This is an optimization exercise on Yosys and OpenROAD, whose aim is small area and a short achievable clock period, not a production implementation.
Only simulation tests tie the RTL to the original design; equivalence was not proved.
No activity file was given, so power comes from the tool's default toggle rates.

<file path="flow/run.sh">
#!/bin/bash
# synth_recipe.tcl (not shown) runs the flow's synth.tcl, then flattens the netlist and writes it again
# the make line also repeats each setting of config.mk as NAME=value (left out here)
make -C /OpenROAD-flow-scripts/flow DESIGN_CONFIG=/design/flow/config.mk WORK_HOME=/design/flow/orfs CLKGATE_MAP_FILE= SYNTH_SCRIPT=/design/flow/synth_recipe.tcl finish
</file>
<file path="flow/config.mk">
export PLATFORM = sky130hd
export DESIGN_NAME = mac_16bit
export DESIGN_NICKNAME = mac_16bit
export VERILOG_FILES = /design/flow/design.v
export SDC_FILE = /design/flow/constraint.sdc
export NUM_CORES = 4
export LEC_CHECK = 0
export CAP_MARGIN = 20
export CORE_MARGIN = 2
export CORE_UTILIZATION = 40
export SETUP_SLACK_MARGIN = 3.6
export SLEW_MARGIN = 20
</file>
<file path="flow/constraint.sdc">
create_clock -name core_clock -period 6.9 [get_ports {clk}]
set_input_delay 1.3800 -clock core_clock [delete_from_list [all_inputs] [get_ports {clk}]]
set_output_delay 1.3800 -clock core_clock [all_outputs]
set_load 0.01 [all_outputs]
</file>
<file path="flow/design.v">
module mac_16bit(out_rounded,md,mr,clk,rst);
output reg [26:0] out_rounded;
input [15:0] md,mr;
input clk,rst;
reg [15:0] MD;
reg [7:0] ONE, TWO, NEG;         
reg [60:0] P;                  
reg [39:0] A;                    
reg [3:0] CB;                 
reg [8:0] k;       
reg clr;           
reg z1;            
reg r1, z2;        
wire zero = !rst | clr;
wire [16:0] mrx = {mr, 1'b0};
wire [7:0] one_n, two_n, neg_n;
genvar g;
generate for (g = 0; g < 8; g = g + 1) begin : enc
  assign one_n[g] = mrx[2*g+1] ^ mrx[2*g];
  assign two_n[g] = (mrx[2*g+2] & ~mrx[2*g+1] & ~mrx[2*g]) | (~mrx[2*g+2] & mrx[2*g+1] & mrx[2*g]);
  assign neg_n[g] = mrx[2*g+2] & ~(mrx[2*g+1] & mrx[2*g]);
end endgenerate
wire [16:0] pp0 = (({17{ONE[0]}} & {MD[15], MD}) | ({17{TWO[0]}} & {MD, 1'b0})) ^ {17{NEG[0]}};
wire ns0 = ~pp0[16];
wire [16:0] pp1 = (({17{ONE[1]}} & {MD[15], MD}) | ({17{TWO[1]}} & {MD, 1'b0})) ^ {17{NEG[1]}};
wire ns1 = ~pp1[16];
wire [16:0] pp2 = (({17{ONE[2]}} & {MD[15], MD}) | ({17{TWO[2]}} & {MD, 1'b0})) ^ {17{NEG[2]}};
wire ns2 = ~pp2[16];
wire [16:0] pp3 = (({17{ONE[3]}} & {MD[15], MD}) | ({17{TWO[3]}} & {MD, 1'b0})) ^ {17{NEG[3]}};
wire ns3 = ~pp3[16];
wire [16:0] pp4 = (({17{ONE[4]}} & {MD[15], MD}) | ({17{TWO[4]}} & {MD, 1'b0})) ^ {17{NEG[4]}};
wire ns4 = ~pp4[16];
wire [16:0] pp5 = (({17{ONE[5]}} & {MD[15], MD}) | ({17{TWO[5]}} & {MD, 1'b0})) ^ {17{NEG[5]}};
wire ns5 = ~pp5[16];
wire [16:0] pp6 = (({17{ONE[6]}} & {MD[15], MD}) | ({17{TWO[6]}} & {MD, 1'b0})) ^ {17{NEG[6]}};
wire ns6 = ~pp6[16];
wire [16:0] pp7 = (({17{ONE[7]}} & {MD[15], MD}) | ({17{TWO[7]}} & {MD, 1'b0})) ^ {17{NEG[7]}};
wire ns7 = ~pp7[16];
wire as1, ac2; assign {ac2, as1} = {1'b0, pp0[10]} + {1'b0, pp1[8]};
wire as3, ac4; assign {ac4, as3} = {1'b0, pp0[11]} + {1'b0, pp1[9]};
wire as5, ac6; assign {ac6, as5} = {1'b0, pp0[12]} + {1'b0, pp1[10]} + {1'b0, pp2[8]};
wire as7, ac8; assign {ac8, as7} = {1'b0, pp3[6]} + {1'b0, pp4[4]};
wire as9, ac10; assign {ac10, as9} = {1'b0, pp0[13]} + {1'b0, pp1[11]} + {1'b0, pp2[9]};
wire as11, ac12; assign {ac12, as11} = {1'b0, pp3[7]} + {1'b0, pp4[5]};
wire as13, ac14; assign {ac14, as13} = {1'b0, pp0[14]} + {1'b0, pp1[12]} + {1'b0, pp2[10]};
wire as15, ac16; assign {ac16, as15} = {1'b0, pp3[8]} + {1'b0, pp4[6]} + {1'b0, pp5[4]};
wire as17, ac18; assign {ac18, as17} = {1'b0, pp6[2]} + {1'b0, pp7[0]};
wire as19, ac20; assign {ac20, as19} = {1'b0, pp0[15]} + {1'b0, pp1[13]} + {1'b0, pp2[11]};
wire as21, ac22; assign {ac22, as21} = {1'b0, pp3[9]} + {1'b0, pp4[7]} + {1'b0, pp5[5]};
wire as23, ac24; assign {ac24, as23} = {1'b0, pp6[3]} + {1'b0, pp7[1]};
wire as25 = ~(ns0 ^ pp1[14]); wire ac26 = ns0 | pp1[14];
wire as27, ac28; assign {ac28, as27} = {1'b0, pp2[12]} + {1'b0, pp3[10]} + {1'b0, pp4[8]};
wire as29, ac30; assign {ac30, as29} = {1'b0, pp5[6]} + {1'b0, pp6[4]} + {1'b0, pp7[2]};
wire as31 = ~(pp1[15] ^ pp2[13]); wire ac32 = pp1[15] | pp2[13];
wire as33, ac34; assign {ac34, as33} = {1'b0, pp3[11]} + {1'b0, pp4[9]} + {1'b0, pp5[7]};
wire as35, ac36; assign {ac36, as35} = {1'b0, pp6[5]} + {1'b0, pp7[3]};
wire as37, ac38; assign {ac38, as37} = {1'b0, ns1} + {1'b0, pp2[14]} + {1'b0, pp3[12]};
wire as39, ac40; assign {ac40, as39} = {1'b0, pp4[10]} + {1'b0, pp5[8]} + {1'b0, pp6[6]};
wire as41 = ~(pp2[15] ^ pp3[13]); wire ac42 = pp2[15] | pp3[13];
wire as43, ac44; assign {ac44, as43} = {1'b0, pp4[11]} + {1'b0, pp5[9]};
wire as45, ac46; assign {ac46, as45} = {1'b0, ns2} + {1'b0, pp3[14]} + {1'b0, pp4[12]};
wire as47 = ~pp3[15];
wire as48, ac49; assign {ac49, as48} = {1'b0, pp0[6]} + {1'b0, pp1[4]};
wire as50, ac51; assign {ac51, as50} = {1'b0, pp0[7]} + {1'b0, pp1[5]};
wire as52, ac53; assign {ac53, as52} = {1'b0, pp0[8]} + {1'b0, pp1[6]} + {1'b0, pp2[4]};
wire as54, ac55; assign {ac55, as54} = {1'b0, pp3[2]} + {1'b0, pp4[0]};
wire as56, ac57; assign {ac57, as56} = {1'b0, pp0[9]} + {1'b0, pp1[7]} + {1'b0, pp2[5]};
wire as58, ac59; assign {ac59, as58} = {1'b0, pp3[3]} + {1'b0, pp4[1]};
wire as60, ac61; assign {ac61, as60} = {1'b0, as1} + {1'b0, pp2[6]} + {1'b0, pp3[4]};
wire as62, ac63; assign {ac63, as62} = {1'b0, pp4[2]} + {1'b0, pp5[0]} + {1'b0, NEG[5]};
wire as64, ac65; assign {ac65, as64} = {1'b0, as3} + {1'b0, pp2[7]} + {1'b0, pp3[5]};
wire as66, ac67; assign {ac67, as66} = {1'b0, pp4[3]} + {1'b0, pp5[1]} + {1'b0, ac2};
wire as68, ac69; assign {ac69, as68} = {1'b0, as5} + {1'b0, as7} + {1'b0, pp5[2]};
wire as70, ac71; assign {ac71, as70} = {1'b0, pp6[0]} + {1'b0, NEG[6]} + {1'b0, ac4};
wire as72, ac73; assign {ac73, as72} = {1'b0, as9} + {1'b0, as11} + {1'b0, pp5[3]};
wire as74, ac75; assign {ac75, as74} = {1'b0, pp6[1]} + {1'b0, ac6} + {1'b0, ac8};
wire as76, ac77; assign {ac77, as76} = {1'b0, as13} + {1'b0, as15} + {1'b0, as17};
wire as78, ac79; assign {ac79, as78} = {1'b0, NEG[7]} + {1'b0, ac10} + {1'b0, ac12};
wire as80, ac81; assign {ac81, as80} = {1'b0, as19} + {1'b0, as21} + {1'b0, as23};
wire as82, ac83; assign {ac83, as82} = {1'b0, ac14} + {1'b0, ac16} + {1'b0, ac18};
wire as84, ac85; assign {ac85, as84} = {1'b0, as25} + {1'b0, as27} + {1'b0, as29};
wire as86, ac87; assign {ac87, as86} = {1'b0, ac20} + {1'b0, ac22} + {1'b0, ac24};
wire as88, ac89; assign {ac89, as88} = {1'b0, as31} + {1'b0, as33} + {1'b0, as35};
wire as90, ac91; assign {ac91, as90} = {1'b0, ac26} + {1'b0, ac28} + {1'b0, ac30};
wire as92, ac93; assign {ac93, as92} = {1'b0, as37} + {1'b0, as39} + {1'b0, pp7[4]};
wire as94, ac95; assign {ac95, as94} = {1'b0, ac32} + {1'b0, ac34} + {1'b0, ac36};
wire as96, ac97; assign {ac97, as96} = {1'b0, as41} + {1'b0, as43} + {1'b0, pp6[7]};
wire as98, ac99; assign {ac99, as98} = {1'b0, pp7[5]} + {1'b0, ac38} + {1'b0, ac40};
wire as100, ac101; assign {ac101, as100} = {1'b0, as45} + {1'b0, pp5[10]} + {1'b0, pp6[8]};
wire as102, ac103; assign {ac103, as102} = {1'b0, pp7[6]} + {1'b0, ac42} + {1'b0, ac44};
wire as104, ac105; assign {ac105, as104} = {1'b0, as47} + {1'b0, pp4[13]} + {1'b0, pp5[11]};
wire as106, ac107; assign {ac107, as106} = {1'b0, pp6[9]} + {1'b0, pp7[7]} + {1'b0, ac46};
wire as108, ac109; assign {ac109, as108} = {1'b0, ns3} + {1'b0, pp4[14]} + {1'b0, pp5[12]};
wire as110, ac111; assign {ac111, as110} = {1'b0, pp6[10]} + {1'b0, pp7[8]} + {1'b0, pp3[15]};
wire as112 = ~(pp4[15] ^ pp5[13]); wire ac113 = pp4[15] | pp5[13];
wire as114, ac115; assign {ac115, as114} = {1'b0, pp6[11]} + {1'b0, pp7[9]};
wire as116, ac117; assign {ac117, as116} = {1'b0, ns4} + {1'b0, pp5[14]} + {1'b0, pp6[12]};
wire as118 = ~pp5[15];
wire as119, ac120; assign {ac120, as119} = {1'b0, pp0[4]} + {1'b0, pp1[2]};
wire as121, ac122; assign {ac122, as121} = {1'b0, pp0[5]} + {1'b0, pp1[3]};
wire as123, ac124; assign {ac124, as123} = {1'b0, as48} + {1'b0, pp2[2]} + {1'b0, pp3[0]};
wire as125, ac126; assign {ac126, as125} = {1'b0, as50} + {1'b0, pp2[3]} + {1'b0, pp3[1]};
wire as127, ac128; assign {ac128, as127} = {1'b0, as52} + {1'b0, as54} + {1'b0, NEG[4]};
wire as129, ac130; assign {ac130, as129} = {1'b0, as56} + {1'b0, as58} + {1'b0, ac53};
wire as131, ac132; assign {ac132, as131} = {1'b0, as60} + {1'b0, as62} + {1'b0, ac57};
wire as133, ac134; assign {ac134, as133} = {1'b0, as64} + {1'b0, as66} + {1'b0, ac61};
wire as135, ac136; assign {ac136, as135} = {1'b0, as68} + {1'b0, as70} + {1'b0, ac65};
wire as137, ac138; assign {ac138, as137} = {1'b0, as72} + {1'b0, as74} + {1'b0, ac69};
wire as139, ac140; assign {ac140, as139} = {1'b0, as76} + {1'b0, as78} + {1'b0, ac73};
wire as141, ac142; assign {ac142, as141} = {1'b0, as80} + {1'b0, as82} + {1'b0, ac77};
wire as143, ac144; assign {ac144, as143} = {1'b0, as84} + {1'b0, as86} + {1'b0, ac81};
wire as145, ac146; assign {ac146, as145} = {1'b0, as88} + {1'b0, as90} + {1'b0, ac85};
wire as147, ac148; assign {ac148, as147} = {1'b0, as92} + {1'b0, as94} + {1'b0, ac89};
wire as149, ac150; assign {ac150, as149} = {1'b0, as96} + {1'b0, as98} + {1'b0, ac93};
wire as151, ac152; assign {ac152, as151} = {1'b0, as100} + {1'b0, as102} + {1'b0, ac97};
wire as153, ac154; assign {ac154, as153} = {1'b0, as104} + {1'b0, as106} + {1'b0, ac101};
wire as155, ac156; assign {ac156, as155} = {1'b0, as108} + {1'b0, as110} + {1'b0, ac105};
wire as157, ac158; assign {ac158, as157} = {1'b0, as112} + {1'b0, as114} + {1'b0, ac109};
wire as159, ac160; assign {ac160, as159} = {1'b0, as116} + {1'b0, pp7[10]} + {1'b0, ac113};
wire as161, ac162; assign {ac162, as161} = {1'b0, as118} + {1'b0, pp6[13]} + {1'b0, pp7[11]};
wire as163, ac164; assign {ac164, as163} = {1'b0, ns5} + {1'b0, pp6[14]} + {1'b0, pp7[12]};
wire as165 = ~pp6[15];
wire as166, ac167; assign {ac167, as166} = {1'b0, pp0[2]} + {1'b0, pp1[0]};
wire as168, ac169; assign {ac169, as168} = {1'b0, pp0[3]} + {1'b0, pp1[1]};
wire as170, ac171; assign {ac171, as170} = {1'b0, as119} + {1'b0, pp2[0]} + {1'b0, NEG[2]};
wire as172, ac173; assign {ac173, as172} = {1'b0, as121} + {1'b0, pp2[1]} + {1'b0, ac120};
wire as174, ac175; assign {ac175, as174} = {1'b0, as123} + {1'b0, NEG[3]} + {1'b0, ac122};
wire as176, ac177; assign {ac177, as176} = {1'b0, as125} + {1'b0, ac49} + {1'b0, ac124};
wire as178, ac179; assign {ac179, as178} = {1'b0, as127} + {1'b0, ac51} + {1'b0, ac126};
wire as180, ac181; assign {ac181, as180} = {1'b0, as129} + {1'b0, ac55} + {1'b0, ac128};
wire as182, ac183; assign {ac183, as182} = {1'b0, as131} + {1'b0, ac59} + {1'b0, ac130};
wire as184, ac185; assign {ac185, as184} = {1'b0, as133} + {1'b0, ac63} + {1'b0, ac132};
wire as186, ac187; assign {ac187, as186} = {1'b0, as135} + {1'b0, ac67} + {1'b0, ac134};
wire as188, ac189; assign {ac189, as188} = {1'b0, as137} + {1'b0, ac71} + {1'b0, ac136};
wire as190, ac191; assign {ac191, as190} = {1'b0, as139} + {1'b0, ac75} + {1'b0, ac138};
wire as192, ac193; assign {ac193, as192} = {1'b0, as141} + {1'b0, ac79} + {1'b0, ac140};
wire as194, ac195; assign {ac195, as194} = {1'b0, as143} + {1'b0, ac83} + {1'b0, ac142};
wire as196, ac197; assign {ac197, as196} = {1'b0, as145} + {1'b0, ac87} + {1'b0, ac144};
wire as198, ac199; assign {ac199, as198} = {1'b0, as147} + {1'b0, ac91} + {1'b0, ac146};
wire as200, ac201; assign {ac201, as200} = {1'b0, as149} + {1'b0, ac95} + {1'b0, ac148};
wire as202, ac203; assign {ac203, as202} = {1'b0, as151} + {1'b0, ac99} + {1'b0, ac150};
wire as204, ac205; assign {ac205, as204} = {1'b0, as153} + {1'b0, ac103} + {1'b0, ac152};
wire as206, ac207; assign {ac207, as206} = {1'b0, as155} + {1'b0, ac107} + {1'b0, ac154};
wire as208, ac209; assign {ac209, as208} = {1'b0, as157} + {1'b0, ac111} + {1'b0, ac156};
wire as210, ac211; assign {ac211, as210} = {1'b0, as159} + {1'b0, ac115} + {1'b0, ac158};
wire as212, ac213; assign {ac213, as212} = {1'b0, as161} + {1'b0, ac117} + {1'b0, ac160};
wire as214, ac215; assign {ac215, as214} = {1'b0, as163} + {1'b0, pp5[15]} + {1'b0, ac162};
wire as216, ac217; assign {ac217, as216} = {1'b0, as165} + {1'b0, pp7[13]} + {1'b0, ac164};
wire as218, ac219; assign {ac219, as218} = {1'b0, ns6} + {1'b0, pp7[14]} + {1'b0, pp6[15]};
wire as220 = ~pp7[15];
wire [60:0] pnext;
assign pnext[0] = pp0[0];
assign pnext[1] = NEG[0];
assign pnext[2] = pp0[1];
assign pnext[3] = as166;
assign pnext[4] = NEG[1];
assign pnext[5] = as168;
assign pnext[6] = ac167;
assign pnext[7] = as170;
assign pnext[8] = ac169;
assign pnext[9] = as172;
assign pnext[10] = ac171;
assign pnext[11] = as174;
assign pnext[12] = ac173;
assign pnext[13] = as176;
assign pnext[14] = ac175;
assign pnext[15] = as178;
assign pnext[16] = ac177;
assign pnext[17] = as180;
assign pnext[18] = ac179;
assign pnext[19] = as182;
assign pnext[20] = ac181;
assign pnext[21] = as184;
assign pnext[22] = ac183;
assign pnext[23] = as186;
assign pnext[24] = ac185;
assign pnext[25] = as188;
assign pnext[26] = ac187;
assign pnext[27] = as190;
assign pnext[28] = ac189;
assign pnext[29] = as192;
assign pnext[30] = ac191;
assign pnext[31] = as194;
assign pnext[32] = ac193;
assign pnext[33] = as196;
assign pnext[34] = ac195;
assign pnext[35] = as198;
assign pnext[36] = ac197;
assign pnext[37] = as200;
assign pnext[38] = ac199;
assign pnext[39] = as202;
assign pnext[40] = ac201;
assign pnext[41] = as204;
assign pnext[42] = ac203;
assign pnext[43] = as206;
assign pnext[44] = ac205;
assign pnext[45] = as208;
assign pnext[46] = ac207;
assign pnext[47] = as210;
assign pnext[48] = ac209;
assign pnext[49] = as212;
assign pnext[50] = ac211;
assign pnext[51] = as214;
assign pnext[52] = ac213;
assign pnext[53] = as216;
assign pnext[54] = ac215;
assign pnext[55] = as218;
assign pnext[56] = ac217;
assign pnext[57] = as220;
assign pnext[58] = ac219;
assign pnext[59] = ns7;
assign pnext[60] = pp7[15];
wire bs221, bc222; assign {bc222, bs221} = {1'b0, P[0]} + {1'b0, P[1]};
wire bs223, bc224; assign {bc224, bs223} = {1'b0, P[2]} + {1'b0, A[1]};
wire bs225, bc226; assign {bc226, bs225} = {1'b0, P[3]} + {1'b0, P[4]} + {1'b0, A[2]};
wire bs227, bc228; assign {bc228, bs227} = {1'b0, P[5]} + {1'b0, P[6]} + {1'b0, A[3]};
wire bs229, bc230; assign {bc230, bs229} = {1'b0, P[7]} + {1'b0, P[8]} + {1'b0, A[4]};
wire bs231, bc232; assign {bc232, bs231} = {1'b0, P[9]} + {1'b0, P[10]} + {1'b0, A[5]};
wire bs233, bc234; assign {bc234, bs233} = {1'b0, P[11]} + {1'b0, P[12]} + {1'b0, A[6]};
wire bs235, bc236; assign {bc236, bs235} = {1'b0, P[13]} + {1'b0, P[14]} + {1'b0, A[7]};
wire bs237, bc238; assign {bc238, bs237} = {1'b0, P[15]} + {1'b0, P[16]} + {1'b0, A[8]};
wire bs239, bc240; assign {bc240, bs239} = {1'b0, P[17]} + {1'b0, P[18]} + {1'b0, A[9]};
wire bs241, bc242; assign {bc242, bs241} = {1'b0, P[19]} + {1'b0, P[20]} + {1'b0, A[10]};
wire bs243, bc244; assign {bc244, bs243} = {1'b0, P[21]} + {1'b0, P[22]} + {1'b0, A[11]};
wire bs245, bc246; assign {bc246, bs245} = {1'b0, P[23]} + {1'b0, P[24]} + {1'b0, A[12]};
wire bs247, bc248; assign {bc248, bs247} = {1'b0, P[25]} + {1'b0, P[26]} + {1'b0, A[13]};
wire bs249, bc250; assign {bc250, bs249} = {1'b0, P[27]} + {1'b0, P[28]} + {1'b0, A[14]};
wire bs251, bc252; assign {bc252, bs251} = {1'b0, P[29]} + {1'b0, P[30]} + {1'b0, A[15]};
wire bs253, bc254; assign {bc254, bs253} = {1'b0, P[31]} + {1'b0, P[32]} + {1'b0, A[16]};
wire bs255, bc256; assign {bc256, bs255} = {1'b0, P[33]} + {1'b0, P[34]} + {1'b0, A[17]};
wire bs257, bc258; assign {bc258, bs257} = {1'b0, P[35]} + {1'b0, P[36]} + {1'b0, A[18]};
wire bs259, bc260; assign {bc260, bs259} = {1'b0, P[37]} + {1'b0, P[38]} + {1'b0, A[19]};
wire bs261, bc262; assign {bc262, bs261} = {1'b0, P[39]} + {1'b0, P[40]} + {1'b0, A[20]};
wire bs263, bc264; assign {bc264, bs263} = {1'b0, P[41]} + {1'b0, P[42]} + {1'b0, A[21]};
wire bs265, bc266; assign {bc266, bs265} = {1'b0, P[43]} + {1'b0, P[44]} + {1'b0, A[22]};
wire bs267, bc268; assign {bc268, bs267} = {1'b0, P[45]} + {1'b0, P[46]} + {1'b0, A[23]};
wire bs269, bc270; assign {bc270, bs269} = {1'b0, P[47]} + {1'b0, P[48]} + {1'b0, A[24]};
wire bs271, bc272; assign {bc272, bs271} = {1'b0, P[49]} + {1'b0, P[50]} + {1'b0, A[25]};
wire bs273, bc274; assign {bc274, bs273} = {1'b0, P[51]} + {1'b0, P[52]} + {1'b0, A[26]};
wire bs275, bc276; assign {bc276, bs275} = {1'b0, P[53]} + {1'b0, P[54]} + {1'b0, A[27]};
wire bs277, bc278; assign {bc278, bs277} = {1'b0, P[55]} + {1'b0, P[56]} + {1'b0, A[28]};
wire bs279, bc280; assign {bc280, bs279} = {1'b0, P[57]} + {1'b0, P[58]} + {1'b0, A[29]};
wire bs281, bc282; assign {bc282, bs281} = {1'b0, P[59]} + {1'b0, P[60]} + {1'b0, A[30]};
wire bs283 = ~A[31];
wire [7:0] yhi = 8'd0 + {7'd0, A[31]} - 8'd1;
wire k0_g284, k0_p292; assign {k0_g284, k0_p292} = {1'b0, bs221} + {1'b0, A[0]};
wire k0_g285, k0_p293; assign {k0_g285, k0_p293} = {1'b0, bs223} + {1'b0, bc222};
wire k0_g286, k0_p294; assign {k0_g286, k0_p294} = {1'b0, bs225} + {1'b0, bc224};
wire k0_g287, k0_p295; assign {k0_g287, k0_p295} = {1'b0, bs227} + {1'b0, bc226};
wire k0_g288, k0_p296; assign {k0_g288, k0_p296} = {1'b0, bs229} + {1'b0, bc228};
wire k0_g289, k0_p297; assign {k0_g289, k0_p297} = {1'b0, bs231} + {1'b0, bc230};
wire k0_g290, k0_p298; assign {k0_g290, k0_p298} = {1'b0, bs233} + {1'b0, bc232};
wire k0_g291, k0_p299; assign {k0_g291, k0_p299} = {1'b0, bs235} + {1'b0, bc234};
wire k0_G300 = k0_g285 | (k0_p293 & k0_g284);
wire k0_P301 = k0_p293 & k0_p292;
wire k0_G302 = k0_g287 | (k0_p295 & k0_g286);
wire k0_P303 = k0_p295 & k0_p294;
wire k0_G304 = k0_g289 | (k0_p297 & k0_g288);
wire k0_P305 = k0_p297 & k0_p296;
wire k0_G306 = k0_g291 | (k0_p299 & k0_g290);
wire k0_P307 = k0_p299 & k0_p298;
wire k0_G308 = k0_g286 | (k0_p294 & k0_G300);
wire k0_P309 = k0_p294 & k0_P301;
wire k0_G310 = k0_G302 | (k0_P303 & k0_G300);
wire k0_P311 = k0_P303 & k0_P301;
wire k0_G312 = k0_g290 | (k0_p298 & k0_G304);
wire k0_P313 = k0_p298 & k0_P305;
wire k0_G314 = k0_G306 | (k0_P307 & k0_G304);
wire k0_P315 = k0_P307 & k0_P305;
wire k0_G316 = k0_g288 | (k0_p296 & k0_G310);
wire k0_P317 = k0_p296 & k0_P311;
wire k0_G318 = k0_G304 | (k0_P305 & k0_G310);
wire k0_P319 = k0_P305 & k0_P311;
wire k0_G320 = k0_G312 | (k0_P313 & k0_G310);
wire k0_P321 = k0_P313 & k0_P311;
wire k0_G322 = k0_G314 | (k0_P315 & k0_G310);
wire k0_P323 = k0_P315 & k0_P311;
wire k0_s324 = k0_p292;
wire k0_s325 = k0_p293 ^ k0_g284;
wire k0_s326 = k0_p294 ^ k0_G300;
wire k0_s327 = k0_p295 ^ k0_G308;
wire k0_s328 = k0_p296 ^ k0_G310;
wire k0_s329 = k0_p297 ^ k0_G316;
wire k0_s330 = k0_p298 ^ k0_G318;
wire k0_s331 = k0_p299 ^ k0_G320;
wire k1_g332, k1_p340; assign {k1_g332, k1_p340} = {1'b0, bs237} + {1'b0, bc236};
wire k1_g333, k1_p341; assign {k1_g333, k1_p341} = {1'b0, bs239} + {1'b0, bc238};
wire k1_g334, k1_p342; assign {k1_g334, k1_p342} = {1'b0, bs241} + {1'b0, bc240};
wire k1_g335, k1_p343; assign {k1_g335, k1_p343} = {1'b0, bs243} + {1'b0, bc242};
wire k1_g336, k1_p344; assign {k1_g336, k1_p344} = {1'b0, bs245} + {1'b0, bc244};
wire k1_g337, k1_p345; assign {k1_g337, k1_p345} = {1'b0, bs247} + {1'b0, bc246};
wire k1_g338, k1_p346; assign {k1_g338, k1_p346} = {1'b0, bs249} + {1'b0, bc248};
wire k1_g339, k1_p347; assign {k1_g339, k1_p347} = {1'b0, bs251} + {1'b0, bc250};
wire k1_g348 = k1_g332 | (k1_p340 & CB[0]);
wire k1_G349 = k1_g333 | (k1_p341 & k1_g348);
wire k1_P350 = k1_p341 & k1_p340;
wire k1_G351 = k1_g335 | (k1_p343 & k1_g334);
wire k1_P352 = k1_p343 & k1_p342;
wire k1_G353 = k1_g337 | (k1_p345 & k1_g336);
wire k1_P354 = k1_p345 & k1_p344;
wire k1_G355 = k1_g339 | (k1_p347 & k1_g338);
wire k1_P356 = k1_p347 & k1_p346;
wire k1_G357 = k1_g334 | (k1_p342 & k1_G349);
wire k1_P358 = k1_p342 & k1_P350;
wire k1_G359 = k1_G351 | (k1_P352 & k1_G349);
wire k1_P360 = k1_P352 & k1_P350;
wire k1_G361 = k1_g338 | (k1_p346 & k1_G353);
wire k1_P362 = k1_p346 & k1_P354;
wire k1_G363 = k1_G355 | (k1_P356 & k1_G353);
wire k1_P364 = k1_P356 & k1_P354;
wire k1_G365 = k1_g336 | (k1_p344 & k1_G359);
wire k1_P366 = k1_p344 & k1_P360;
wire k1_G367 = k1_G353 | (k1_P354 & k1_G359);
wire k1_P368 = k1_P354 & k1_P360;
wire k1_G369 = k1_G361 | (k1_P362 & k1_G359);
wire k1_P370 = k1_P362 & k1_P360;
wire k1_G371 = k1_G363 | (k1_P364 & k1_G359);
wire k1_P372 = k1_P364 & k1_P360;
wire k1_s373 = k1_p340 ^ CB[0];
wire k1_s374 = k1_p341 ^ k1_g348;
wire k1_s375 = k1_p342 ^ k1_G349;
wire k1_s376 = k1_p343 ^ k1_G357;
wire k1_s377 = k1_p344 ^ k1_G359;
wire k1_s378 = k1_p345 ^ k1_G365;
wire k1_s379 = k1_p346 ^ k1_G367;
wire k1_s380 = k1_p347 ^ k1_G369;
wire k2_g381, k2_p389; assign {k2_g381, k2_p389} = {1'b0, bs253} + {1'b0, bc252};
wire k2_g382, k2_p390; assign {k2_g382, k2_p390} = {1'b0, bs255} + {1'b0, bc254};
wire k2_g383, k2_p391; assign {k2_g383, k2_p391} = {1'b0, bs257} + {1'b0, bc256};
wire k2_g384, k2_p392; assign {k2_g384, k2_p392} = {1'b0, bs259} + {1'b0, bc258};
wire k2_g385, k2_p393; assign {k2_g385, k2_p393} = {1'b0, bs261} + {1'b0, bc260};
wire k2_g386, k2_p394; assign {k2_g386, k2_p394} = {1'b0, bs263} + {1'b0, bc262};
wire k2_g387, k2_p395; assign {k2_g387, k2_p395} = {1'b0, bs265} + {1'b0, bc264};
wire k2_g388, k2_p396; assign {k2_g388, k2_p396} = {1'b0, bs267} + {1'b0, bc266};
wire k2_g397 = k2_g381 | (k2_p389 & CB[1]);
wire k2_G398 = k2_g382 | (k2_p390 & k2_g397);
wire k2_P399 = k2_p390 & k2_p389;
wire k2_G400 = k2_g384 | (k2_p392 & k2_g383);
wire k2_P401 = k2_p392 & k2_p391;
wire k2_G402 = k2_g386 | (k2_p394 & k2_g385);
wire k2_P403 = k2_p394 & k2_p393;
wire k2_G404 = k2_g388 | (k2_p396 & k2_g387);
wire k2_P405 = k2_p396 & k2_p395;
wire k2_G406 = k2_g383 | (k2_p391 & k2_G398);
wire k2_P407 = k2_p391 & k2_P399;
wire k2_G408 = k2_G400 | (k2_P401 & k2_G398);
wire k2_P409 = k2_P401 & k2_P399;
wire k2_G410 = k2_g387 | (k2_p395 & k2_G402);
wire k2_P411 = k2_p395 & k2_P403;
wire k2_G412 = k2_G404 | (k2_P405 & k2_G402);
wire k2_P413 = k2_P405 & k2_P403;
wire k2_G414 = k2_g385 | (k2_p393 & k2_G408);
wire k2_P415 = k2_p393 & k2_P409;
wire k2_G416 = k2_G402 | (k2_P403 & k2_G408);
wire k2_P417 = k2_P403 & k2_P409;
wire k2_G418 = k2_G410 | (k2_P411 & k2_G408);
wire k2_P419 = k2_P411 & k2_P409;
wire k2_G420 = k2_G412 | (k2_P413 & k2_G408);
wire k2_P421 = k2_P413 & k2_P409;
wire k2_s422 = k2_p389 ^ CB[1];
wire k2_s423 = k2_p390 ^ k2_g397;
wire k2_s424 = k2_p391 ^ k2_G398;
wire k2_s425 = k2_p392 ^ k2_G406;
wire k2_s426 = k2_p393 ^ k2_G408;
wire k2_s427 = k2_p394 ^ k2_G414;
wire k2_s428 = k2_p395 ^ k2_G416;
wire k2_s429 = k2_p396 ^ k2_G418;
wire k3_g430, k3_p438; assign {k3_g430, k3_p438} = {1'b0, bs269} + {1'b0, bc268};
wire k3_g431, k3_p439; assign {k3_g431, k3_p439} = {1'b0, bs271} + {1'b0, bc270};
wire k3_g432, k3_p440; assign {k3_g432, k3_p440} = {1'b0, bs273} + {1'b0, bc272};
wire k3_g433, k3_p441; assign {k3_g433, k3_p441} = {1'b0, bs275} + {1'b0, bc274};
wire k3_g434, k3_p442; assign {k3_g434, k3_p442} = {1'b0, bs277} + {1'b0, bc276};
wire k3_g435, k3_p443; assign {k3_g435, k3_p443} = {1'b0, bs279} + {1'b0, bc278};
wire k3_g436, k3_p444; assign {k3_g436, k3_p444} = {1'b0, bs281} + {1'b0, bc280};
wire k3_g437, k3_p445; assign {k3_g437, k3_p445} = {1'b0, bs283} + {1'b0, bc282};
wire k3_g446 = k3_g430 | (k3_p438 & CB[2]);
wire k3_G447 = k3_g431 | (k3_p439 & k3_g446);
wire k3_P448 = k3_p439 & k3_p438;
wire k3_G449 = k3_g433 | (k3_p441 & k3_g432);
wire k3_P450 = k3_p441 & k3_p440;
wire k3_G451 = k3_g435 | (k3_p443 & k3_g434);
wire k3_P452 = k3_p443 & k3_p442;
wire k3_G453 = k3_g437 | (k3_p445 & k3_g436);
wire k3_P454 = k3_p445 & k3_p444;
wire k3_G455 = k3_g432 | (k3_p440 & k3_G447);
wire k3_P456 = k3_p440 & k3_P448;
wire k3_G457 = k3_G449 | (k3_P450 & k3_G447);
wire k3_P458 = k3_P450 & k3_P448;
wire k3_G459 = k3_g436 | (k3_p444 & k3_G451);
wire k3_P460 = k3_p444 & k3_P452;
wire k3_G461 = k3_G453 | (k3_P454 & k3_G451);
wire k3_P462 = k3_P454 & k3_P452;
wire k3_G463 = k3_g434 | (k3_p442 & k3_G457);
wire k3_P464 = k3_p442 & k3_P458;
wire k3_G465 = k3_G451 | (k3_P452 & k3_G457);
wire k3_P466 = k3_P452 & k3_P458;
wire k3_G467 = k3_G459 | (k3_P460 & k3_G457);
wire k3_P468 = k3_P460 & k3_P458;
wire k3_G469 = k3_G461 | (k3_P462 & k3_G457);
wire k3_P470 = k3_P462 & k3_P458;
wire k3_s471 = k3_p438 ^ CB[2];
wire k3_s472 = k3_p439 ^ k3_g446;
wire k3_s473 = k3_p440 ^ k3_G447;
wire k3_s474 = k3_p441 ^ k3_G455;
wire k3_s475 = k3_p442 ^ k3_G457;
wire k3_s476 = k3_p443 ^ k3_G463;
wire k3_s477 = k3_p444 ^ k3_G465;
wire k3_s478 = k3_p445 ^ k3_G467;
wire k4_g479, k4_p487; assign {k4_g479, k4_p487} = {1'b0, A[32]} + {1'b0, yhi[0]};
wire k4_g480, k4_p488; assign {k4_g480, k4_p488} = {1'b0, A[33]} + {1'b0, yhi[1]};
wire k4_g481, k4_p489; assign {k4_g481, k4_p489} = {1'b0, A[34]} + {1'b0, yhi[2]};
wire k4_g482, k4_p490; assign {k4_g482, k4_p490} = {1'b0, A[35]} + {1'b0, yhi[3]};
wire k4_g483, k4_p491; assign {k4_g483, k4_p491} = {1'b0, A[36]} + {1'b0, yhi[4]};
wire k4_g484, k4_p492; assign {k4_g484, k4_p492} = {1'b0, A[37]} + {1'b0, yhi[5]};
wire k4_g485, k4_p493; assign {k4_g485, k4_p493} = {1'b0, A[38]} + {1'b0, yhi[6]};
wire k4_g486, k4_p494; assign {k4_g486, k4_p494} = {1'b0, A[39]} + {1'b0, yhi[7]};
wire k4_g495 = k4_g479 | (k4_p487 & CB[3]);
wire k4_G496 = k4_g480 | (k4_p488 & k4_g495);
wire k4_P497 = k4_p488 & k4_p487;
wire k4_G498 = k4_g482 | (k4_p490 & k4_g481);
wire k4_P499 = k4_p490 & k4_p489;
wire k4_G500 = k4_g484 | (k4_p492 & k4_g483);
wire k4_P501 = k4_p492 & k4_p491;
wire k4_G502 = k4_g486 | (k4_p494 & k4_g485);
wire k4_P503 = k4_p494 & k4_p493;
wire k4_G504 = k4_g481 | (k4_p489 & k4_G496);
wire k4_P505 = k4_p489 & k4_P497;
wire k4_G506 = k4_G498 | (k4_P499 & k4_G496);
wire k4_P507 = k4_P499 & k4_P497;
wire k4_G508 = k4_g485 | (k4_p493 & k4_G500);
wire k4_P509 = k4_p493 & k4_P501;
wire k4_G510 = k4_G502 | (k4_P503 & k4_G500);
wire k4_P511 = k4_P503 & k4_P501;
wire k4_G512 = k4_g483 | (k4_p491 & k4_G506);
wire k4_P513 = k4_p491 & k4_P507;
wire k4_G514 = k4_G500 | (k4_P501 & k4_G506);
wire k4_P515 = k4_P501 & k4_P507;
wire k4_G516 = k4_G508 | (k4_P509 & k4_G506);
wire k4_P517 = k4_P509 & k4_P507;
wire k4_G518 = k4_G510 | (k4_P511 & k4_G506);
wire k4_P519 = k4_P511 & k4_P507;
wire k4_s520 = k4_p487 ^ CB[3];
wire k4_s521 = k4_p488 ^ k4_g495;
wire k4_s522 = k4_p489 ^ k4_G496;
wire k4_s523 = k4_p490 ^ k4_G504;
wire k4_s524 = k4_p491 ^ k4_G506;
wire k4_s525 = k4_p492 ^ k4_G512;
wire k4_s526 = k4_p493 ^ k4_G514;
wire k4_s527 = k4_p494 ^ k4_G516;
wire [39:0] sum = {k4_s527, k4_s526, k4_s525, k4_s524, k4_s523, k4_s522, k4_s521, k4_s520, k3_s478, k3_s477, k3_s476, k3_s475, k3_s474, k3_s473, k3_s472, k3_s471, k2_s429, k2_s428, k2_s427, k2_s426, k2_s425, k2_s424, k2_s423, k2_s422, k1_s380, k1_s379, k1_s378, k1_s377, k1_s376, k1_s375, k1_s374, k1_s373, k0_s331, k0_s330, k0_s329, k0_s328, k0_s327, k0_s326, k0_s325, k0_s324};
wire [3:0] cbnext = {k3_G469, k2_G420, k1_G371, k0_G322};
wire [13:0] L = {1'b0, A[12:0]} + {5'd0, CB[0], 8'd0};
wire c13 = L[13];
wire up = L[12] & ((A[13] ^ c13) | (|L[11:0]));
wire rg528, rp555; assign {rg528, rp555} = {1'b0, A[13]} + {1'b0, c13};
wire rg529 = 1'b0; wire rp556 = A[14];
wire rg530 = 1'b0; wire rp557 = A[15];
wire rg531, rp558; assign {rg531, rp558} = {1'b0, A[16]} + {1'b0, CB[1]};
wire rg532 = 1'b0; wire rp559 = A[17];
wire rg533 = 1'b0; wire rp560 = A[18];
wire rg534 = 1'b0; wire rp561 = A[19];
wire rg535 = 1'b0; wire rp562 = A[20];
wire rg536 = 1'b0; wire rp563 = A[21];
wire rg537 = 1'b0; wire rp564 = A[22];
wire rg538 = 1'b0; wire rp565 = A[23];
wire rg539, rp566; assign {rg539, rp566} = {1'b0, A[24]} + {1'b0, CB[2]};
wire rg540 = 1'b0; wire rp567 = A[25];
wire rg541 = 1'b0; wire rp568 = A[26];
wire rg542 = 1'b0; wire rp569 = A[27];
wire rg543 = 1'b0; wire rp570 = A[28];
wire rg544 = 1'b0; wire rp571 = A[29];
wire rg545 = 1'b0; wire rp572 = A[30];
wire rg546 = 1'b0; wire rp573 = A[31];
wire rg547, rp574; assign {rg547, rp574} = {1'b0, A[32]} + {1'b0, CB[3]};
wire rg548 = 1'b0; wire rp575 = A[33];
wire rg549 = 1'b0; wire rp576 = A[34];
wire rg550 = 1'b0; wire rp577 = A[35];
wire rg551 = 1'b0; wire rp578 = A[36];
wire rg552 = 1'b0; wire rp579 = A[37];
wire rg553 = 1'b0; wire rp580 = A[38];
wire rg554 = 1'b0; wire rp581 = A[39];
wire rG582 = rg529 | (rp556 & rg528);
wire rP583 = rp556 & rp555;
wire rG584 = rg531 | (rp558 & rg530);
wire rP585 = rp558 & rp557;
wire rG586 = rg533 | (rp560 & rg532);
wire rP587 = rp560 & rp559;
wire rG588 = rg535 | (rp562 & rg534);
wire rP589 = rp562 & rp561;
wire rG590 = rg537 | (rp564 & rg536);
wire rP591 = rp564 & rp563;
wire rG592 = rg539 | (rp566 & rg538);
wire rP593 = rp566 & rp565;
wire rG594 = rg541 | (rp568 & rg540);
wire rP595 = rp568 & rp567;
wire rG596 = rg543 | (rp570 & rg542);
wire rP597 = rp570 & rp569;
wire rG598 = rg545 | (rp572 & rg544);
wire rP599 = rp572 & rp571;
wire rG600 = rg547 | (rp574 & rg546);
wire rP601 = rp574 & rp573;
wire rG602 = rg549 | (rp576 & rg548);
wire rP603 = rp576 & rp575;
wire rG604 = rg551 | (rp578 & rg550);
wire rP605 = rp578 & rp577;
wire rG606 = rg553 | (rp580 & rg552);
wire rP607 = rp580 & rp579;
wire rG608 = rg530 | (rp557 & rG582);
wire rP609 = rp557 & rP583;
wire rG610 = rG584 | (rP585 & rG582);
wire rP611 = rP585 & rP583;
wire rG612 = rg534 | (rp561 & rG586);
wire rP613 = rp561 & rP587;
wire rG614 = rG588 | (rP589 & rG586);
wire rP615 = rP589 & rP587;
wire rG616 = rg538 | (rp565 & rG590);
wire rP617 = rp565 & rP591;
wire rG618 = rG592 | (rP593 & rG590);
wire rP619 = rP593 & rP591;
wire rG620 = rg542 | (rp569 & rG594);
wire rP621 = rp569 & rP595;
wire rG622 = rG596 | (rP597 & rG594);
wire rP623 = rP597 & rP595;
wire rG624 = rg546 | (rp573 & rG598);
wire rP625 = rp573 & rP599;
wire rG626 = rG600 | (rP601 & rG598);
wire rP627 = rP601 & rP599;
wire rG628 = rg550 | (rp577 & rG602);
wire rP629 = rp577 & rP603;
wire rG630 = rG604 | (rP605 & rG602);
wire rP631 = rP605 & rP603;
wire rG632 = rg554 | (rp581 & rG606);
wire rP633 = rp581 & rP607;
wire rG634 = rg532 | (rp559 & rG610);
wire rP635 = rp559 & rP611;
wire rG636 = rG586 | (rP587 & rG610);
wire rP637 = rP587 & rP611;
wire rG638 = rG612 | (rP613 & rG610);
wire rP639 = rP613 & rP611;
wire rG640 = rG614 | (rP615 & rG610);
wire rP641 = rP615 & rP611;
wire rG642 = rg540 | (rp567 & rG618);
wire rP643 = rp567 & rP619;
wire rG644 = rG594 | (rP595 & rG618);
wire rP645 = rP595 & rP619;
wire rG646 = rG620 | (rP621 & rG618);
wire rP647 = rP621 & rP619;
wire rG648 = rG622 | (rP623 & rG618);
wire rP649 = rP623 & rP619;
wire rG650 = rg548 | (rp575 & rG626);
wire rP651 = rp575 & rP627;
wire rG652 = rG602 | (rP603 & rG626);
wire rP653 = rP603 & rP627;
wire rG654 = rG628 | (rP629 & rG626);
wire rP655 = rP629 & rP627;
wire rG656 = rG630 | (rP631 & rG626);
wire rP657 = rP631 & rP627;
wire rG658 = rg536 | (rp563 & rG640);
wire rP659 = rp563 & rP641;
wire rG660 = rG590 | (rP591 & rG640);
wire rP661 = rP591 & rP641;
wire rG662 = rG616 | (rP617 & rG640);
wire rP663 = rP617 & rP641;
wire rG664 = rG618 | (rP619 & rG640);
wire rP665 = rP619 & rP641;
wire rG666 = rG642 | (rP643 & rG640);
wire rP667 = rP643 & rP641;
wire rG668 = rG644 | (rP645 & rG640);
wire rP669 = rP645 & rP641;
wire rG670 = rG646 | (rP647 & rG640);
wire rP671 = rP647 & rP641;
wire rG672 = rG648 | (rP649 & rG640);
wire rP673 = rP649 & rP641;
wire rG674 = rg552 | (rp579 & rG656);
wire rP675 = rp579 & rP657;
wire rG676 = rG606 | (rP607 & rG656);
wire rP677 = rP607 & rP657;
wire rG678 = rG632 | (rP633 & rG656);
wire rP679 = rP633 & rP657;
wire rG680 = rg544 | (rp571 & rG672);
wire rP681 = rp571 & rP673;
wire rG682 = rG598 | (rP599 & rG672);
wire rP683 = rP599 & rP673;
wire rG684 = rG624 | (rP625 & rG672);
wire rP685 = rP625 & rP673;
wire rG686 = rG626 | (rP627 & rG672);
wire rP687 = rP627 & rP673;
wire rG688 = rG650 | (rP651 & rG672);
wire rP689 = rP651 & rP673;
wire rG690 = rG652 | (rP653 & rG672);
wire rP691 = rP653 & rP673;
wire rG692 = rG654 | (rP655 & rG672);
wire rP693 = rP655 & rP673;
wire rG694 = rG656 | (rP657 & rG672);
wire rP695 = rP657 & rP673;
wire rG696 = rG674 | (rP675 & rG672);
wire rP697 = rP675 & rP673;
wire rG698 = rG676 | (rP677 & rG672);
wire rP699 = rP677 & rP673;
wire rG700 = rG678 | (rP679 & rG672);
wire rP701 = rP679 & rP673;
wire rs702 = rp555 ^ up;
wire rc703 = rg528 | (rp555 & up);
wire rs704 = rp556 ^ rc703;
wire rc705 = rG582 | (rP583 & up);
wire rs706 = rp557 ^ rc705;
wire rc707 = rG608 | (rP609 & up);
wire rs708 = rp558 ^ rc707;
wire rc709 = rG610 | (rP611 & up);
wire rs710 = rp559 ^ rc709;
wire rc711 = rG634 | (rP635 & up);
wire rs712 = rp560 ^ rc711;
wire rc713 = rG636 | (rP637 & up);
wire rs714 = rp561 ^ rc713;
wire rc715 = rG638 | (rP639 & up);
wire rs716 = rp562 ^ rc715;
wire rc717 = rG640 | (rP641 & up);
wire rs718 = rp563 ^ rc717;
wire rc719 = rG658 | (rP659 & up);
wire rs720 = rp564 ^ rc719;
wire rc721 = rG660 | (rP661 & up);
wire rs722 = rp565 ^ rc721;
wire rc723 = rG662 | (rP663 & up);
wire rs724 = rp566 ^ rc723;
wire rc725 = rG664 | (rP665 & up);
wire rs726 = rp567 ^ rc725;
wire rc727 = rG666 | (rP667 & up);
wire rs728 = rp568 ^ rc727;
wire rc729 = rG668 | (rP669 & up);
wire rs730 = rp569 ^ rc729;
wire rc731 = rG670 | (rP671 & up);
wire rs732 = rp570 ^ rc731;
wire rc733 = rG672 | (rP673 & up);
wire rs734 = rp571 ^ rc733;
wire rc735 = rG680 | (rP681 & up);
wire rs736 = rp572 ^ rc735;
wire rc737 = rG682 | (rP683 & up);
wire rs738 = rp573 ^ rc737;
wire rc739 = rG684 | (rP685 & up);
wire rs740 = rp574 ^ rc739;
wire rc741 = rG686 | (rP687 & up);
wire rs742 = rp575 ^ rc741;
wire rc743 = rG688 | (rP689 & up);
wire rs744 = rp576 ^ rc743;
wire rc745 = rG690 | (rP691 & up);
wire rs746 = rp577 ^ rc745;
wire rc747 = rG692 | (rP693 & up);
wire rs748 = rp578 ^ rc747;
wire rc749 = rG694 | (rP695 & up);
wire rs750 = rp579 ^ rc749;
wire rc751 = rG696 | (rP697 & up);
wire rs752 = rp580 ^ rc751;
wire rc753 = rG698 | (rP699 & up);
wire rs754 = rp581 ^ rc753;
wire [26:0] rnd = {rs754, rs752, rs750, rs748, rs746, rs744, rs742, rs740, rs738, rs736, rs734, rs732, rs730, rs728, rs726, rs724, rs722, rs720, rs718, rs716, rs714, rs712, rs710, rs708, rs706, rs704, rs702};
always @(posedge clk) begin
  MD <= md;
  ONE <= one_n;
  TWO <= two_n;
  NEG <= neg_n;
  P <= pnext;
  z1 <= zero;
  r1 <= !rst;
  z2 <= r1;
  if (zero | z1 | z2) A <= 40'd0;
  else A <= sum;
  if (zero | z1 | z2) CB <= 4'd0;
  else CB <= cbnext;
  out_rounded <= zero ? 27'd0 : rnd;
  if (zero) k <= {8'd0, clr};
  else k <= k + 9'd1;
  clr <= rst & !clr & (k == 9'd258);
end
endmodule
</file>
==> qor.csv <==
metric,value,unit
clkLatencyLatePin,450,ps
peakVddDrop,0.000211,V
syn_inst,1154,
die_y,177,µm
drt-total-wl,26300,µm
grt_use_total,0.178,
layout_common_cells,"dfxtp_1 (149), inv_1 (140), fa_1 (133), a22oi_1 (120), xnor2_1 (100)",
fillers,2793,
tns,0,ps
async_reset_ff_frac,0,
route.detailed.wl_per_inst,16.9,µm
tightest_slew,674,ps
worst_setup_path_start_kind,flop,
max_stage_delay,530,ps
post_cts_buffers,0,
synth_seq_area_share,0.310,
status,"complete, no violations",
hold_violations,0,
cts.sinks,185,
gp_congestion,0.824,
antenna-diode-count,0,
critPathLaunch,NEG[4]$_DFF_P_,
ys_types,47,
synth-edff-count,0,
design.core.area,29600,µm²
path_delay_family,adder cells,
drtIter0Drc,589,
grt_pass1_wl,43100,µm
grt_pass1_vias,8051,
finalCriticalPeriod,3240,ps
htree_levels,4,
switchingPower,2280,µW
fin_skew,15.8,ps
overflow,0,
internal_power,3220,µW
ant_nets,0,
hp-class,reg2reg,
synth_top_area_share,0.310,
synth_seq_cells,185,
rsz0062_at_grt,no,
path_cells,inv_2 > xnor2_1 > fa_1 > fa_1 > inv_1 > fa_1 > fa_1,
row_count,63,
fin_nets,1391,
portBuffers,60,
ys_top_cells_by_area,"dfxtp_1 (31%), fa_1 (22%), a22oi_1 (7.5%), xnor2_1 (7.5%), ha_1 (7.1%)",
drv_slew,0,
vias_per_cell,5.03,
clkPwrFrac,0.191,
reg2reg_from,NEG[4]$_DFF_P_,
power_leakage,0.00567,µW
cp_slowest_cell,dfxtp_2,
drc,0,
synth_area_per_cell,10.4,µm²
vias,7845,
mostFrequentLayoutCell,dfxtp_1,
crit_fanout,10,
fmax,308,MHz
antenna_found_initial,1,
total_power,5500,µW
clk_pin_slew,90,ps
die_area,31300,µm²
powerDensity,408,nW/µm²
end_kind,flop,
cts_buffers,17,
ys_warn_count,1,
fin_util,0.456,
cp.buffers_inverters,2,
cp.required,7220,ps
dp.final_hpwl,18800,µm
crit_path_frequent_cell,fa_1,
p_comb_frac,0.503,
reg2reg_slack,3660,ps
switching_share,0.415,
ys.flop_type,dfxtp_1,
die_w,177,µm
drt_pre_antenna_iters,7,
synth_top_cell_by_area,dfxtp_1,
start_util,0.404,
slew_headroom,0.548,
areaGrowthSynthToFinish,12.8,%
drv_cap,0,
r2r_end,P[31]$_DFF_P_,
reg2reg_depth,7,
clock_path_buffers,2,
crit_type,reg2reg,
worstSetupPathDepth,7,
finalSetupViolations,0,
seqPwrFrac,0.305,
grt_max_degree,37,
post-route-period-util,0.470,
cts_hold_buf,0,
syn-cell-area,12000,µm²
cts-root-buf,clkbuf_16,
cts_tree,yes,
arrival,3570,ps
drive_gt1_frac,0.0770,
syn-num-nets,1389,
finalWorstSetupSlack,3660,ps
num_io_pins,61,
pre_cts_ws,3180,ps
setup.worst_path.end,P[31]$_DFF_P_,
worst min-delay path by stage:
| stage | cells after the start | to | start |
|---|---|---|---|
| 2_1_floorplan | 0 | z2$_DFF_P_ | r1$_DFF_P_ |
| 3_3_place_gp | 0 | z2$_DFF_P_ | r1$_DFF_P_ |
| 3_5_place_dp | 0 | z2$_DFF_P_ | r1$_DFF_P_ |
| 4_1_cts | 0 | z2$_DFF_P_ | r1$_DFF_P_ |
| 5_1_grt | 0 | z2$_DFF_P_ | r1$_DFF_P_ |
| 6_report | 0 | z2$_DFF_P_ | r1$_DFF_P_ |
synth_stat cells (all sizes together) (3+ instances only):
cell,count
inv,143
a21oi,20
o21a,4
o21ai,27
nand3,13
nor3,5
a21o,10
nand2b,7
nand4,6
ha,68
a31oi,3
and2,13
and4,3
clkbuf,72
nor2b,9
nand3b,7
mux2,3
nor3b,3
or3,8
buf,7
xnor2,102
xor2,78
fa,133
a22oi,121
nand2,18
dfxtp,185
o21bai,5
and3,8
nor2,59
worst register-to-register path, cell delays in order (launching register included):
cell and delay (ps):
dfxtp_2 530, inv_2 250, xnor2_1 380, fa_1 490, fa_1 490, inv_1 50
fa_1 520, fa_1 410
timing repair:
item                                    in CTS  in global routing
resized for setup                           38                  8
gates cloned                                 0                  0
endpoints found under the setup margin      22                  6
logic make-up (layout without fill, tap and decap cells):
logic type      after synthesis  after routing  share of synthesized area
xor+xnor                    180            180                      0.133
flops                       185            185                      0.310
fa+ha+maj                   201            201                      0.294
mux                           3              3                    0.00283
simple gates                164            164                     0.0709
buf+inv                     223            238                     0.0708
compound gates              198            198                      0.119
power groups by stage:
stage / clock, µW / sequential (µW) / combinational [µW]
after floorplan: 0 / 1570 / 2160
after global placement: 0 / 1700 / 2680
after detailed placement: 0 / 1710 / 2790
after CTS: 1080 / 1680 / 2810
after global routing: 1120 / 1720 / 3250
final: 1050 / 1680 / 2770
routing by layer:
layer  vias up  global-route usage  wire (µm)
met5         -                   0          0
met4         0              0.0554        378
met3        32              0.0344       1630
met2       251               0.279      11800
met1      3807               0.249      12500
li1       3755                   -          -
registers in the layout (all words and copies together), names as in the netlist:
register	cells
CB	4
out_rounded	27
A	40
P	61
NEG	8
ONE	8
MD	16
TWO	8
r1	1
k	9
z1	1
clr	1
z2	1
area by class of cell:
| type | instances | area [µm²] | area share |
|---|---|---|---|
| repair buffers | 62 | 616 | 0.0457 |
| multi-input cells | 746 | 7430 | 0.551 |
| clock buffers | 17 | 425 | 0.0315 |
| flip-flops and latches | 185 | 3760 | 0.279 |
| inverters | 144 | 546 | 0.0405 |
| well taps | 390 | 488 | 0.0362 |
| clock inverters | 15 | 223 | 0.0165 |
stage by stage:
step / instances / hold WS [ps] / cell area (µm²)
after floorplan: 1154 / 310 / 12000
after global placement: 1527 / 314 / 12700
after detailed placement: 1527 / 328 / 12800
after CTS: 1559 / 351 / 13500
after global routing: 1559 / 356 / 13500
final: 1559 / 344 / 13500

port drivers added, routing unchanged:
In the flow no input, the clock included, has a driving cell. The finished layout below was timed again as built, in two steps. Step 1 (the two cells are an assumption about what drives the block):
set clk [get_ports {clk}]
set_driving_cell -lib_cell sky130_fd_sc_hd__clkbuf_16 $clk
set_driving_cell -lib_cell sky130_fd_sc_hd__buf_2 [delete_from_list [all_inputs] $clk]
Step 2 times the ports against the registers' clock, not the clock port: input delays grow and output delays shrink by t, the midpoint of the rising clock arrivals with the driver on. Three values: ideal ports, drivers, drivers and shift; two values: the first two.
t (ns): 0.489
setup WS [ns]: 3.656 / 3.656 / 3.526
latest minus earliest clock arrival (ns): 0.017 / 0.017
worst data-port slew with drivers (ns): 0.03
After both steps this run still meets setup and hold. For this run, drivers alone change the setup slack by 0.000 ns; drivers and shift together by -0.130 ns.
